Context: an optimization exercise on an open-source flow, tuned for small area. The choices shown serve that exercise and are no tape-out recipe. The RTL was checked by simulation tests, not by an equivalence proof against the original design.

== the previous run ==
Design main, start of the top module:
module main(
    input clock,
    input [7:0] Instruction,
    input reset,
    output [7:0] read_address,
    output [6:0] BCD_output1,
    output [6:0] BCD_output2,
    output [6:0] BCD_output3,
    output [6:0] BCD_output4
    );
For scale: about 860 cells after synthesis, roughly 300 flip-flops, ~46 I/O pins, ~13000 um^2 of cells after synthesis.
==> flow/config.mk <==
export PLATFORM = sky130hd
export DESIGN_NAME = main
export DESIGN_NICKNAME = main
export VERILOG_FILES = /design/flow/design.v
export SDC_FILE = /design/flow/constraint.sdc
export NUM_CORES = 4
export LEC_CHECK = 0
export CAP_MARGIN = 20
export CORE_MARGIN = 2
export CORE_UTILIZATION = 40
export SLEW_MARGIN = 20
export SYNTH_HIERARCHICAL = 1
export SYNTH_MINIMUM_KEEP_SIZE = 0
==> flow/constraint.sdc <==
create_clock -name core_clock -period 10.0 [get_ports {clock}]
set_input_delay 2.0000 -clock core_clock [delete_from_list [all_inputs] [get_ports {clock}]]
set_output_delay 2.0000 -clock core_clock [all_outputs]
set_load 0.01 [all_outputs]
run.sh (not shown) runs the stock make flow with config.mk's settings and CLKGATE_MAP_FILE= SYNTH_SCRIPT=/design/flow/synth_recipe.tcl, a recipe that flattens the netlist after the stock synthesis.
Setup changes, the previous run to the current run
# the previous run
export LEC_CHECK = 0
export CAP_MARGIN = 20
export CORE_MARGIN = 2
export CORE_UTILIZATION = 40
export SLEW_MARGIN = 20
export SYNTH_HIERARCHICAL = 1
export SYNTH_MINIMUM_KEEP_SIZE = 0
create_clock -name core_clock -period 10.0 [get_ports {clock}]
# the current run
export LEC_CHECK = 0
export CAP_MARGIN = 20
export CORE_MARGIN = 2
export CORE_UTILIZATION = 60
export CTS_BUF_LIST = sky130_fd_sc_hd__clkbuf_8 sky130_fd_sc_hd__clkbuf_16
export CTS_CLUSTER_DIAMETER = 60
export CTS_CLUSTER_SIZE = 30
export SLEW_MARGIN = 20
export SYNTH_HIERARCHICAL = 1
export SYNTH_MINIMUM_KEEP_SIZE = 0
create_clock -name core_clock -period 10.0 [get_ports {clock}]
Notes after the runs:
- The clock buffer count in the current run sits about 50% below the value recorded for the previous run.
- The vertical die dimension in the current run is 0.820 times that in the previous run.
- Row maximum fanout encountered on the critical timing path: the current run higher / the previous run lower

========
## run A
main, a different RTL version from the one above (not shown whole).
Size: about 1100 cells after synthesis, about 300 flip-flops.
## main
module main(
    input clock,
    input [7:0] Instruction,
    input reset,
    output [7:0] read_address,
    output [6:0] BCD_output1,
    output [6:0] BCD_output2,
    output [6:0] BCD_output3,
    output [6:0] BCD_output4
    );
Settings: LEC_CHECK=0, CAP_MARGIN=20, CORE_MARGIN=2, CORE_UTILIZATION=60, SLEW_MARGIN=20, SYNTH_HIERARCHICAL=1, SYNTH_MINIMUM_KEEP_SIZE=0; clock period 10.0 ns.
standard.sh (not shown) runs the stock make flow with config.mk's settings and CLKGATE_MAP_FILE= SYNTH_SCRIPT=/design/flow/synth_recipe.tcl, a recipe that flattens the netlist after the stock synthesis.
==> flow/flow/run.sh <==
#!/bin/bash
set -uo pipefail
bash standard.sh 'BUFFER_PORTS_ARGS=-buffer_cell sky130_fd_sc_hd__buf_1' \
  'CTS_ARGS=-sink_clustering_enable -repair_clock_nets -sink_clustering_size 12 -sink_clustering_max_diameter 50 -buf_list "sky130_fd_sc_hd__clkbuf_4 sky130_fd_sc_hd__clkbuf_8" -dont_use_dummy_load' \
  finish > standard_sh.log 2>&1
Run A is listed as incomplete: the tool reported an error in clock tree synthesis and the run ended there.
What run B does differently from run A at the input level:
- CORE_UTILIZATION changed from 60 to 65
- GPL_TIMING_DRIVEN newly set to 0
==> flow/flow/run.sh <==
#!/bin/bash
set -uo pipefail
bash standard.sh 'BUFFER_PORTS_ARGS=-buffer_cell sky130_fd_sc_hd__buf_1' \
  'CTS_ARGS=-sink_clustering_enable -repair_clock_nets -sink_clustering_size 20 -sink_clustering_max_diameter 60 -buf_list sky130_fd_sc_hd__clkbuf_8 -dont_use_dummy_load' \
  finish > standard_sh.log 2>&1
Findings:
Run B vs. run A: average instance area after synthesis was more or less identical, die extent in y went down by 3.8%, xor-xnor portion of the synthesized cell area was more or less identical, cell count after placement went down by 43, final weighted congestion in routability-driven placement went up by 0.020. Standard-cell row count of run B falls short of that of run A by a few percent. Summary: with run A as the reference, half-perimeter wire length of the detailed placement result in run B moved down by a few percent. Run B ended up with a lower instance area after placement than run A did. Re initial core utilization: run B is 5.1 points up on run A. | synthesized cell count | run B vs run A | ≈ equal |. Run B went all the way through synthesis, placement and routing and the layout is clean on timing, DRC and antenna. For run A, the flow was terminated by a tool error in clock tree synthesis and produced no final design.
### run B -> run C
- changing CAP_MARGIN from 20 to 0
- changing SLEW_MARGIN from 20 to 0
- removing GPL_TIMING_DRIVEN (formerly 0)
- changing CORE_UTILIZATION from 65 to 60
==> run notes <==
- The faster design of the two is run C; run B tops out lower.
- In the reports for run B and run C, the smaller non-clock buffer count belongs to run B.
- Cmp run B and run C / area of the die / lower: run B
- The core of run C is less densely filled than that of run B.
- Timing, DRC, antenna: 0 failures across run B and run C
- Run comparison: run B slowest stage cell on the critical path fa_1; run C slowest stage cell on the critical path a2111o_1
The following lists how run D was set up differently from run C:
- CAP_MARGIN now 20, was 0
- CORE_UTILIZATION now 65, was 60
- SLEW_MARGIN now 20, was 0
- Max minimum setup slack in the final design across run C and run D: run C
- Re arrival time at the worst endpoint: run D is 0.08 ns up on run C.
- Core util | run D vs run C | run D higher
- First-pass GRT wire length: run D vs run C, no meaningful difference
- Looking at run C and run D, the worst endpoint required time is a wash.
- Measured against each other, run C and run D differ in area growth from synthesis to layout, the lower figure coming from run D.
- Tapcell count down 14% in run D wrt run C
- Delta (run D minus run C): number of antenna violations at the first check in global routing held steady; minimum clock period after layout grew by 0.076 ns; insertion delay of the later-clocked pin in the worst-skew pair shrank by 0.02 ns; flop-to-flop setup slack shrank by 0.06 ns.
The inputs of run E differ from those of run D as listed below.
- changing CORE_UTILIZATION from 65 to 60
==> run notes <==
- Run E did not stop at any stage, and its layout met the timing, design-rule and antenna checks.
- Run E and run D ended up with roughly the same wire length of the first global-routing pass.
- Compared with run D, run E ends up with a larger final cell area.
- Compared with run D, run E shows a higher worst setup slack.

==> re-timing with driven ports <==
The results above use ideal ports. As a check the final layouts listed here were re-extracted and re-timed, cells and wires unchanged. Step 1: set_driving_cell puts a clkbuf_16 on clock and a buf_2 on each other input, an assumption about the parent block. Step 2, shift: input delay + t, output delay - t, t = (earliest + latest rising clock arrival at the registers) / 2. This alone moves slack from input paths to output paths. a / b / c = ideal / step 1 / step 2; a / b = the first two.
| run | t (ns) | slack for setup (ns) | hold slack, ns |
|---|---|---|---|
| the previous run | 0.600 | 0.199 / 0.175 / 0.175 | 0.509 / 0.509 / 0.509 |
| the current run | 0.579 | 0.244 / 0.221 / 0.221 | 0.525 / 0.525 / 0.525 |
| run B | 0.574 | 0.347 / 0.326 / 0.326 | 0.484 / 0.484 / 0.484 |
| run C | 0.585 | 0.505 / 0.484 / 0.484 | 0.490 / 0.490 / 0.490 |
| run D | 0.562 | 0.430 / 0.410 / 0.410 | 0.482 / 0.482 / 0.482 |
| run E | 0.585 | 0.505 / 0.484 / 0.484 | 0.490 / 0.490 / 0.490 |
After both steps every run listed still meets setup and hold. For the previous run, which loses most, drivers alone change the setup slack by -0.024 ns; drivers and shift together by -0.024 ns.
